Source: an optimization exercise on an open RTL-to-GDS flow (aim: small area). Production flows keep margins and buffers that such runs may drop.
The RTL was checked by simulation tests, not by an equivalence proof against the original design.
The flow treats the clock pin as an ideal source, which a real chip does not have.

==> inputs of tundra <==
==> flow/design.v <==
module voter_authentication(
    input wire clk,
    input wire reset,
    input wire [7:0] voter_id_input,
    input wire authenticate_voter,
    input wire system_enable,
    input wire [7:0] current_voter_id,
    output wire authenticated,
    output reg already_voted,
    output wire valid_voter
);
    reg [15:0] voted;
    wire id_ok = (voter_id_input[7:4] == 4'h1);
    wire do_auth = system_enable & authenticate_voter;
    assign valid_voter = (current_voter_id[7:4] == 4'h1);
    assign authenticated = valid_voter & ~already_voted;
    always @(posedge clk or posedge reset) begin
        if (reset) begin
            already_voted <= 1'b0;
            voted <= 16'd0;
        end else if (do_auth) begin
            already_voted <= id_ok & voted[voter_id_input[3:0]];
            if (id_ok)
                voted[voter_id_input[3:0]] <= 1'b1;
        end
    end
endmodule
module vote_counter(
    input wire clk,
    input wire reset,
    input wire valid_vote,
    input wire [3:0] candidate,
    input wire result_request,
    output reg [15:0] total_votes_cast,
    output reg [3:0] winning_candidate_id,
    output reg [15:0] winning_candidate_votes,
    output reg results_available
);
    reg [15:0] v0, v1, v2, v3;
    function [15:0] inc16(input [15:0] q, input en);
        integer k;
        reg t;
        begin
            t = en;
            for (k = 0; k < 16; k = k + 1) begin
                inc16[k] = q[k] ^ t;
                t = t & q[k];
            end
        end
    endfunction
    wire vote = valid_vote & ~candidate[3] & ~candidate[2];
    function ge16(input [15:0] a, input [15:0] b);
        integer k;
        reg c;
        begin
            c = 1'b1;
            for (k = 0; k < 16; k = k + 1)
                c = (a[k] & ~b[k]) | ((a[k] | ~b[k]) & c);
            ge16 = c;
        end
    endfunction
    wire g01 = ge16(v0, v1);
    wire g23 = ge16(v2, v3);
    wire [15:0] m01 = g01 ? v0 : v1;
    wire [15:0] m23 = g23 ? v2 : v3;
    wire g = ge16(m01, m23);
    wire [15:0] best_votes = g ? m01 : m23;
    wire [1:0] best_id = g ? {1'b0, ~g01} : {1'b1, ~g23};
    always @(posedge clk or posedge reset) begin
        if (reset) begin
            total_votes_cast <= 0;
            v0 <= 0; v1 <= 0; v2 <= 0; v3 <= 0;
            winning_candidate_id <= 0;
            winning_candidate_votes <= 0;
            results_available <= 0;
        end else begin
            total_votes_cast <= inc16(total_votes_cast, vote);
            v0 <= inc16(v0, vote & (candidate[1:0] == 2'd0));
            v1 <= inc16(v1, vote & (candidate[1:0] == 2'd1));
            v2 <= inc16(v2, vote & (candidate[1:0] == 2'd2));
            v3 <= inc16(v3, vote & (candidate[1:0] == 2'd3));
            results_available <= result_request;
            if (result_request) begin
                winning_candidate_id <= {2'b00, best_id};
                winning_candidate_votes <= best_votes;
            end
        end
    end
endmodule
module voting_system_controller(
    input wire clk,
    input wire reset,
    input wire [7:0] voter_id_input,
    input wire [3:0] candidate_selection,
    input wire submit_vote,
    input wire authenticate_voter,
    input wire display_results_request,
    input wire system_enable,
    output wire [7:0] system_status,
    output reg [7:0] current_voter_id,
    output reg [3:0] current_candidate,
    output reg vote_accepted,
    output reg vote_rejected,
    output reg system_ready,
    output wire [15:0] total_votes_cast,
    output wire [3:0] winning_candidate_id,
    output wire [15:0] winning_candidate_votes,
    output wire results_available,
    output wire [7:0] error_code
);
    wire authenticated, already_voted, valid_voter;
    reg status;
    reg [1:0] err;
    assign system_status = {7'd0, status};
    assign error_code = {6'd0, err};
    voter_authentication auth (
        .clk(clk),
        .reset(reset),
        .voter_id_input(voter_id_input),
        .authenticate_voter(authenticate_voter),
        .system_enable(system_enable),
        .current_voter_id(current_voter_id),
        .authenticated(authenticated),
        .already_voted(already_voted),
        .valid_voter(valid_voter)
    );
    vote_counter vcount (
        .clk(clk),
        .reset(reset),
        .valid_vote(vote_accepted),
        .candidate(candidate_selection),
        .result_request(display_results_request),
        .total_votes_cast(total_votes_cast),
        .winning_candidate_id(winning_candidate_id),
        .winning_candidate_votes(winning_candidate_votes),
        .results_available(results_available)
    );
    wire cand_ok = ~candidate_selection[3] & ~candidate_selection[2];
    always @(posedge clk or posedge reset) begin
        if (reset) begin
            status <= 0;
            current_voter_id <= 0;
            current_candidate <= 0;
            vote_accepted <= 0;
            vote_rejected <= 0;
            system_ready <= 0;
            err <= 0;
        end else begin
            system_ready <= system_enable;
            if (system_enable) begin
                if (authenticate_voter) begin
                    current_voter_id <= voter_id_input;
                    status <= authenticated;
                    err <= !valid_voter ? 2'd1 : already_voted ? 2'd2 : 2'd0;
                end
                if (status && submit_vote) begin
                    current_candidate <= candidate_selection;
                    vote_accepted <= cand_ok;
                    vote_rejected <= ~cand_ok;
                    err <= cand_ok ? 2'd0 : 2'd3;
                end else begin
                    vote_accepted <= 0;
                    vote_rejected <= 0;
                end
            end else begin
                status <= 0;
            end
        end
    end
endmodule
module digital_voting_system_top (
    input wire master_clk,
    input wire reset,
    input wire [7:0] voter_id_input,
    input wire [3:0] candidate_selection,
    input wire submit_vote,
    input wire authenticate_voter,
    input wire display_results_request,
    input wire system_enable,
    output wire [7:0] system_status,
    output wire [7:0] current_voter_id,
    output wire [3:0] current_candidate,
    output wire vote_accepted,
    output wire vote_rejected,
    output wire system_ready,
    output wire [15:0] total_votes_cast,
    output wire [3:0] winning_candidate_id,
    output wire [15:0] winning_candidate_votes,
    output wire results_available,
    output wire [7:0] error_code
);
    voting_system_controller voting_sys (
        .clk(master_clk),
        .reset(reset),
        .voter_id_input(voter_id_input),
        .candidate_selection(candidate_selection),
        .submit_vote(submit_vote),
        .authenticate_voter(authenticate_voter),
        .display_results_request(display_results_request),
        .system_enable(system_enable),
        .system_status(system_status),
        .current_voter_id(current_voter_id),
        .current_candidate(current_candidate),
        .vote_accepted(vote_accepted),
        .vote_rejected(vote_rejected),
        .system_ready(system_ready),
        .total_votes_cast(total_votes_cast),
        .winning_candidate_id(winning_candidate_id),
        .winning_candidate_votes(winning_candidate_votes),
        .results_available(results_available),
        .error_code(error_code)
    );
endmodule
==> flow/flow/run.sh <==
#!/bin/bash
# Own layout flow: the standard synthesis, then an area-oriented re-mapping of
# the combinational logic (flip-flops, half adders and tie cells are kept as
# the standard synthesis made them), then the standard ORFS layout steps with
# small port buffers and a clock tree without dummy loads.
set -euo pipefail
W=$(pwd)
F=$W/flow
R=$W/orfs/results/${FLOW_PLATFORM}/digital_voting_system_top/base
LIB=$FLOW_HOME/platforms/${FLOW_PLATFORM}/lib/sky130_fd_sc_hd__tt_025C_1v80.lib

bash standard.sh synth > $W/synth.log 2>&1

cp $R/1_2_yosys.v $W/standard_1_2_yosys.v
REMAP_LIB=$LIB REMAP_TOP=$FLOW_TOP REMAP_IN=$W/standard_1_2_yosys.v \
REMAP_OUT=$W/remap.v REMAP_ABC=$F/abc_area.script \
    yosys -c $F/remap.tcl > $W/remap.log 2>&1
cp $W/remap.v $R/1_2_yosys.v
rm -f $R/1_synth.odb $R/1_synth.sdc

export BUFFER_PORTS_ARGS="-buffer_cell sky130_fd_sc_hd__buf_1"
export CTS_ARGS="-sink_clustering_enable -repair_clock_nets -dont_use_dummy_load -buf_list {sky130_fd_sc_hd__clkbuf_4 sky130_fd_sc_hd__clkbuf_8} -root_buf sky130_fd_sc_hd__clkbuf_8"
bash standard.sh > $W/layout.log 2>&1
==> flow/flow/abc_area.script <==
strash
dch
map -D 5000
topo
stime -c
buffer -c
upsize -c -D 5000
dnsize -c -D 5000
==> flow/flow/remap.tcl <==
yosys -import
set lib $::env(REMAP_LIB)
set top $::env(REMAP_TOP)
read_liberty -wb -ignore_miss_func $lib
read_verilog $::env(REMAP_IN)
hierarchy -top $top
# keep sequential cells, adders and ties as they are
setattr -mod -set keep_hierarchy 1 =sky130_fd_sc_hd__df* =sky130_fd_sc_hd__ha_* =sky130_fd_sc_hd__fa_* =sky130_fd_sc_hd__conb_*
flatten -wb
opt_clean -purge
tee -o $::env(REMAP_OUT).pre.stat stat -liberty $lib
abc -script $::env(REMAP_ABC) -liberty $lib -dont_use sky130_fd_sc_hd__probe_p_8 -dont_use sky130_fd_sc_hd__probec_p_8 -dont_use sky130_fd_sc_hd__lpflow_*
opt_clean -purge
hilomap -singleton -hicell sky130_fd_sc_hd__conb_1 HI -locell sky130_fd_sc_hd__conb_1 LO
splitnets
opt_clean -purge
tee -o $::env(REMAP_OUT).stat stat -liberty $lib
select -module $top
write_verilog -noattr -noexpr -nohex -nodec -selected $::env(REMAP_OUT)
==> flow/standard.sh <==
#!/bin/bash
# synth_recipe.tcl (not shown) runs the flow's synth.tcl, then flattens the netlist and writes it again
# the make line also repeats each setting of config.mk as NAME=value (left out here)
make -C /OpenROAD-flow-scripts/flow DESIGN_CONFIG=/design/flow/config.mk WORK_HOME=/design/flow/orfs CLKGATE_MAP_FILE= SYNTH_SCRIPT=/design/flow/synth_recipe.tcl "${@:-finish}"
==> flow/config.mk <==
export PLATFORM = sky130hd
export DESIGN_NAME = digital_voting_system_top
export DESIGN_NICKNAME = digital_voting_system_top
export VERILOG_FILES = /design/flow/design.v
export SDC_FILE = /design/flow/constraint.sdc
export NUM_CORES = 4
export LEC_CHECK = 0
export CAP_MARGIN = 20
export CORE_MARGIN = 2
export CORE_UTILIZATION = 40
export SLEW_MARGIN = 20
==> flow/constraint.sdc <==
create_clock -name core_clock -period 7.0 [get_ports {master_clk}]
set_input_delay 1.4000 -clock core_clock [delete_from_list [all_inputs] [get_ports {master_clk}]]
set_output_delay 1.4000 -clock core_clock [all_outputs]
set_load 0.01 [all_outputs]
==> willow: changes against tundra <==
--- a/flow/design.v
+++ b/flow/design.v
@@ -12,16 +12,23 @@
     reg [15:0] voted;
     wire id_ok = (voter_id_input[7:4] == 4'h1);
     wire do_auth = system_enable & authenticate_voter;
+    wire [15:0] sel;
+    genvar g;
+    generate
+        for (g = 0; g < 16; g = g + 1) begin : g_sel
+            assign sel[g] = (voter_id_input[3:0] == g);
+        end
+    endgenerate
     assign valid_voter = (current_voter_id[7:4] == 4'h1);
     assign authenticated = valid_voter & ~already_voted;
     always @(posedge clk or posedge reset) begin
         if (reset) begin
             already_voted <= 1'b0;
             voted <= 16'd0;
-        end else if (do_auth) begin
-            already_voted <= id_ok & voted[voter_id_input[3:0]];
-            if (id_ok)
-                voted[voter_id_input[3:0]] <= 1'b1;
+        end else begin
+            if (do_auth)
+                already_voted <= id_ok & |(voted & sel);
+            voted <= voted | ({16{do_auth & id_ok}} & sel);
         end
     end
 endmodule
--- a/flow/flow/run.sh
+++ b/flow/flow/run.sh
@@ -2,7 +2,9 @@
 # Own layout flow: the standard synthesis, then an area-oriented re-mapping of
 # the combinational logic (flip-flops, half adders and tie cells are kept as
 # the standard synthesis made them), then the standard ORFS layout steps with
-# small port buffers and a clock tree without dummy loads.
+# small port buffers, one tie cell per constant, a clock tree of small buffers
+# without dummy loads, and the leaf clock buffers upsized where their
+# flip-flops would see a slow clock slew.
 set -euo pipefail
 W=$(pwd)
 F=$W/flow
@@ -19,5 +21,11 @@
 rm -f $R/1_synth.odb $R/1_synth.sdc
 
 export BUFFER_PORTS_ARGS="-buffer_cell sky130_fd_sc_hd__buf_1"
-export CTS_ARGS="-sink_clustering_enable -repair_clock_nets -dont_use_dummy_load -buf_list {sky130_fd_sc_hd__clkbuf_4 sky130_fd_sc_hd__clkbuf_8} -root_buf sky130_fd_sc_hd__clkbuf_8"
+export SKIP_REPAIR_TIE_FANOUT=1
+export CTS_ARGS="-sink_clustering_enable -repair_clock_nets -dont_use_dummy_load -buf_list {sky130_fd_sc_hd__clkbuf_2 sky130_fd_sc_hd__clkbuf_4} -root_buf sky130_fd_sc_hd__clkbuf_4 -sink_clustering_size 20"
+bash standard.sh cts > $W/layout_to_cts.log 2>&1
+
+FIXCLK_RESULTS=$R FIXCLK_SLEW=0.105 FIXCLK_CELL=sky130_fd_sc_hd__clkbuf_8 \
+    openroad -no_init -exit $F/fix_clk.tcl > $W/fix_clk.log 2>&1
+
 bash standard.sh > $W/layout.log 2>&1
==> flow/flow/abc_area.script (replaced) <==
strash
dc2
&get -n
&st
&dch -f
&nf -p -F 8 -A 4 -R 1000
&put
topo
==> flow/flow/fix_clk.tcl (new file) <==
# Upsize the clock tree's leaf buffers whose flip-flop clock pins see a slow
# slew, then legalise the placement again.
set P $::env(FLOW_HOME)/platforms/$::env(FLOW_PLATFORM)
set R $::env(FIXCLK_RESULTS)
read_db $R/4_cts.odb
read_liberty $P/lib/sky130_fd_sc_hd__tt_025C_1v80.lib
read_sdc $R/4_cts.sdc
source $P/setRC.tcl
set_propagated_clock [all_clocks]
estimate_parasitics -placement
set thr $::env(FIXCLK_SLEW)
set big $::env(FIXCLK_CELL)
set n 0
foreach inst [get_cells clkbuf_*] {
  set worst 0
  foreach pin [get_pins -of_objects [get_nets -of_objects [get_pins -of_objects $inst -filter "direction == output"]] -filter "direction == input"] {
    set s [get_property $pin slew_max]
    if {$s > $worst} { set worst $s }
  }
  if {$worst > $thr} {
    puts "upsize [get_property $inst name] [get_property $inst ref_name] slew $worst"
    replace_cell $inst $big
    incr n
  }
}
puts "upsized $n clock buffers"
if {$n > 0} {
  detailed_placement
  check_placement -verbose
  estimate_parasitics -placement
}
set worst 0
foreach pin [get_pins -hierarchical */CLK] {
  set s [get_property $pin slew_max]
  if {$s > $worst} { set worst $s }
}
puts "worst clock pin slew after: $worst"
write_db $R/4_cts.odb
Settings changed: CORE_UTILIZATION 40 to 65.
==> amber: changes against tundra <==
--- a/flow/design.v
+++ b/flow/design.v
@@ -12,16 +12,23 @@
     reg [15:0] voted;
     wire id_ok = (voter_id_input[7:4] == 4'h1);
     wire do_auth = system_enable & authenticate_voter;
+    wire [15:0] sel;
+    genvar g;
+    generate
+        for (g = 0; g < 16; g = g + 1) begin : g_sel
+            assign sel[g] = (voter_id_input[3:0] == g);
+        end
+    endgenerate
     assign valid_voter = (current_voter_id[7:4] == 4'h1);
     assign authenticated = valid_voter & ~already_voted;
     always @(posedge clk or posedge reset) begin
         if (reset) begin
             already_voted <= 1'b0;
             voted <= 16'd0;
-        end else if (do_auth) begin
-            already_voted <= id_ok & voted[voter_id_input[3:0]];
-            if (id_ok)
-                voted[voter_id_input[3:0]] <= 1'b1;
+        end else begin
+            if (do_auth)
+                already_voted <= id_ok & |(voted & sel);
+            voted <= voted | ({16{do_auth & id_ok}} & sel);
         end
     end
 endmodule
--- a/flow/flow/run.sh
+++ b/flow/flow/run.sh
@@ -2,7 +2,9 @@
 # Own layout flow: the standard synthesis, then an area-oriented re-mapping of
 # the combinational logic (flip-flops, half adders and tie cells are kept as
 # the standard synthesis made them), then the standard ORFS layout steps with
-# small port buffers and a clock tree without dummy loads.
+# small port buffers, one tie cell per constant, a clock tree of small buffers
+# without dummy loads, and the leaf clock buffers upsized where their
+# flip-flops would see a slow clock slew.
 set -euo pipefail
 W=$(pwd)
 F=$W/flow
@@ -19,5 +21,11 @@
 rm -f $R/1_synth.odb $R/1_synth.sdc
 
 export BUFFER_PORTS_ARGS="-buffer_cell sky130_fd_sc_hd__buf_1"
-export CTS_ARGS="-sink_clustering_enable -repair_clock_nets -dont_use_dummy_load -buf_list {sky130_fd_sc_hd__clkbuf_4 sky130_fd_sc_hd__clkbuf_8} -root_buf sky130_fd_sc_hd__clkbuf_8"
+export SKIP_REPAIR_TIE_FANOUT=1
+export CTS_ARGS="-sink_clustering_enable -repair_clock_nets -dont_use_dummy_load -buf_list {sky130_fd_sc_hd__clkbuf_2 sky130_fd_sc_hd__clkbuf_4} -root_buf sky130_fd_sc_hd__clkbuf_4 -sink_clustering_size 20"
+bash standard.sh cts > $W/layout_to_cts.log 2>&1
+
+FIXCLK_RESULTS=$R FIXCLK_SLEW=0.095 FIXCLK_CELL=sky130_fd_sc_hd__clkbuf_8 \
+    openroad -no_init -exit $F/fix_clk.tcl > $W/fix_clk.log 2>&1
+
 bash standard.sh > $W/layout.log 2>&1
==> flow/flow/abc_area.script (replaced) <==
strash
dc2
&get -n
&st
&dch -f
&nf -p -F 8 -A 4 -R 1000
&put
topo
==> flow/flow/fix_clk.tcl (new file) <==
# Upsize the clock tree's leaf buffers whose flip-flop clock pins see a slow
# slew, then legalise the placement again.
set P $::env(FLOW_HOME)/platforms/$::env(FLOW_PLATFORM)
set R $::env(FIXCLK_RESULTS)
read_db $R/4_cts.odb
read_liberty $P/lib/sky130_fd_sc_hd__tt_025C_1v80.lib
read_sdc $R/4_cts.sdc
source $P/setRC.tcl
set_propagated_clock [all_clocks]
estimate_parasitics -placement
set thr $::env(FIXCLK_SLEW)
set big $::env(FIXCLK_CELL)
set n 0
foreach inst [get_cells clkbuf_*] {
  set worst 0
  foreach pin [get_pins -of_objects [get_nets -of_objects [get_pins -of_objects $inst -filter "direction == output"]] -filter "direction == input"] {
    set s [get_property $pin slew_max]
    if {$s > $worst} { set worst $s }
  }
  if {$worst > $thr} {
    puts "upsize [get_property $inst name] [get_property $inst ref_name] slew $worst"
    replace_cell $inst $big
    incr n
  }
}
puts "upsized $n clock buffers"
if {$n > 0} {
  detailed_placement
  check_placement -verbose
  estimate_parasitics -placement
}
set worst 0
foreach pin [get_pins -hierarchical */CLK] {
  set s [get_property $pin slew_max]
  if {$s > $worst} { set worst $s }
}
puts "worst clock pin slew after: $worst"
write_db $R/4_cts.odb
Settings changed: CAP_MARGIN 20 to 5, CORE_UTILIZATION 40 to 65, SLEW_MARGIN 20 to 5.
==> zinc: changes against tundra <==
--- a/flow/flow/run.sh
+++ b/flow/flow/run.sh
@@ -19,5 +19,5 @@
 rm -f $R/1_synth.odb $R/1_synth.sdc
 
 export BUFFER_PORTS_ARGS="-buffer_cell sky130_fd_sc_hd__buf_1"
-export CTS_ARGS="-sink_clustering_enable -repair_clock_nets -dont_use_dummy_load -buf_list {sky130_fd_sc_hd__clkbuf_4 sky130_fd_sc_hd__clkbuf_8} -root_buf sky130_fd_sc_hd__clkbuf_8"
+export CTS_ARGS="-sink_clustering_enable -repair_clock_nets -dont_use_dummy_load -buf_list {sky130_fd_sc_hd__clkbuf_4} -root_buf sky130_fd_sc_hd__clkbuf_8"
 bash standard.sh > $W/layout.log 2>&1
==> flow_metrics.tcl <==
set metrics [dict create \
    num-nets-final 706 \
    path_max_fanout 19 \
    grt_pass1_vias 4289 \
    grt_use_met3 0.06832 \
    r2r-end "voting_sys.vcount.winning_candidate_votes[8]$_DFFE_PP0P_" \
    worstMarginPinSlew_ps 1082 \
    wl_met3_um 479 \
    outcome "finished clean" \
    wire_per_inst_um 15.08 \
    worstHoldStart "voting_sys.vcount.total_votes_cast[15]$_DFF_PP0_" \
    slowest_delay_ps 520 \
    p_sw_w 0.0003536 \
    met2_usage 0.4109 \
    final_util 0.7414 \
]
[end of results for amber]
==> flow_metrics.tcl <==
set metrics [dict create \
    p_sw_w 0.0003526 \
    grt_pass1_vias 4294 \
    antenna_found_initial 0 \
    syn_to_final_growth_pct 10.38 \
    r2r-end "voting_sys.vcount.winning_candidate_votes[8]$_DFFE_PP0P_" \
    wire_per_inst_um 15.14 \
    worstHoldStart "voting_sys.vcount.total_votes_cast[15]$_DFF_PP0_" \
    path_max_fanout 19 \
    worstMarginPinSlew_ps 1030 \
    met2_usage 0.4109 \
    outcome "finished clean" \
    syn_inst 520 \
    grt_use_met3 0.06832 \
    wl_met3_um 473 \
    slowest_delay_ps 520 \
]
[end of results for willow]
==> flow_metrics.tcl <==
set metrics [dict create \
    wire_per_inst_um 13.32 \
    worstHoldStart "voting_sys.auth.voted[2]$_DFFE_PP0P_" \
    drt.antenna.violating_nets 0 \
    final_util 0.4593 \
    pg_comb_w 0.000182 \
    grt_pass1_vias 4589 \
    r2r-end "voting_sys.vcount.winning_candidate_votes[12]$_DFFE_PP0P_" \
    outcome "finished clean" \
    met2_usage 0.2505 \
    wl_met3_um 734 \
    p_sw_w 0.0003958 \
    worstMarginPinSlew_ps 896.3 \
    die_y_um 131.0 \
    path_max_fanout 14 \
    core_um2 15830 \
]
[end of results for tundra]
==> flow_metrics.tcl <==
set metrics [dict create \
    grt_pass1_vias 4595 \
    wl_met3_um 657 \
    worstHoldStart "voting_sys.auth.voted[2]$_DFFE_PP0P_" \
    wire_per_inst_um 13.23 \
    slowest_delay_ps 680 \
    final_util 0.4530 \
    grt_use_met3 0.05334 \
    met2_usage 0.2472 \
    wl_met1_mm 6.140 \
    path_max_fanout 14 \
    outcome "finished clean" \
]
[end of results for zinc]

what the ideal ports hide:
No port has a modelled driver above. Below, the same layouts with a new extraction and two added sets of constraints. Step 1: set_driving_cell puts a clkbuf_16 on master_clk and a buf_2 on each other input, an assumption about the parent block. Step 2 adds t to the input delays and takes it off the output delays; t is the mean of the earliest and latest rising clock arrival at the registers after step 1. Input paths then give back, and output paths get back, about the clock's delay inside the block. Three values: no drivers, after step 1, after step 2; two values: the first two.
run | t (ns) | setup WS [ns] | worst register clock-pin slew, ns | pins driven straight from the clock port
tundra | 0.456 | 2.217 / 2.217 / 2.193 | 0.08 / 0.08 | 1
willow | 0.424 | 1.627 / 1.627 / 1.627 | 0.10 / 0.10 | 1
amber | 0.428 | 1.668 / 1.668 / 1.668 | 0.09 / 0.09 | 1
zinc | 0.435 | 2.203 / 2.203 / 2.203 | 0.12 / 0.12 | 1
After both steps every run listed still meets setup and hold. The setup slack of tundra, which loses most, moves by 0.000 ns with the drivers and by -0.024 ns with both steps.
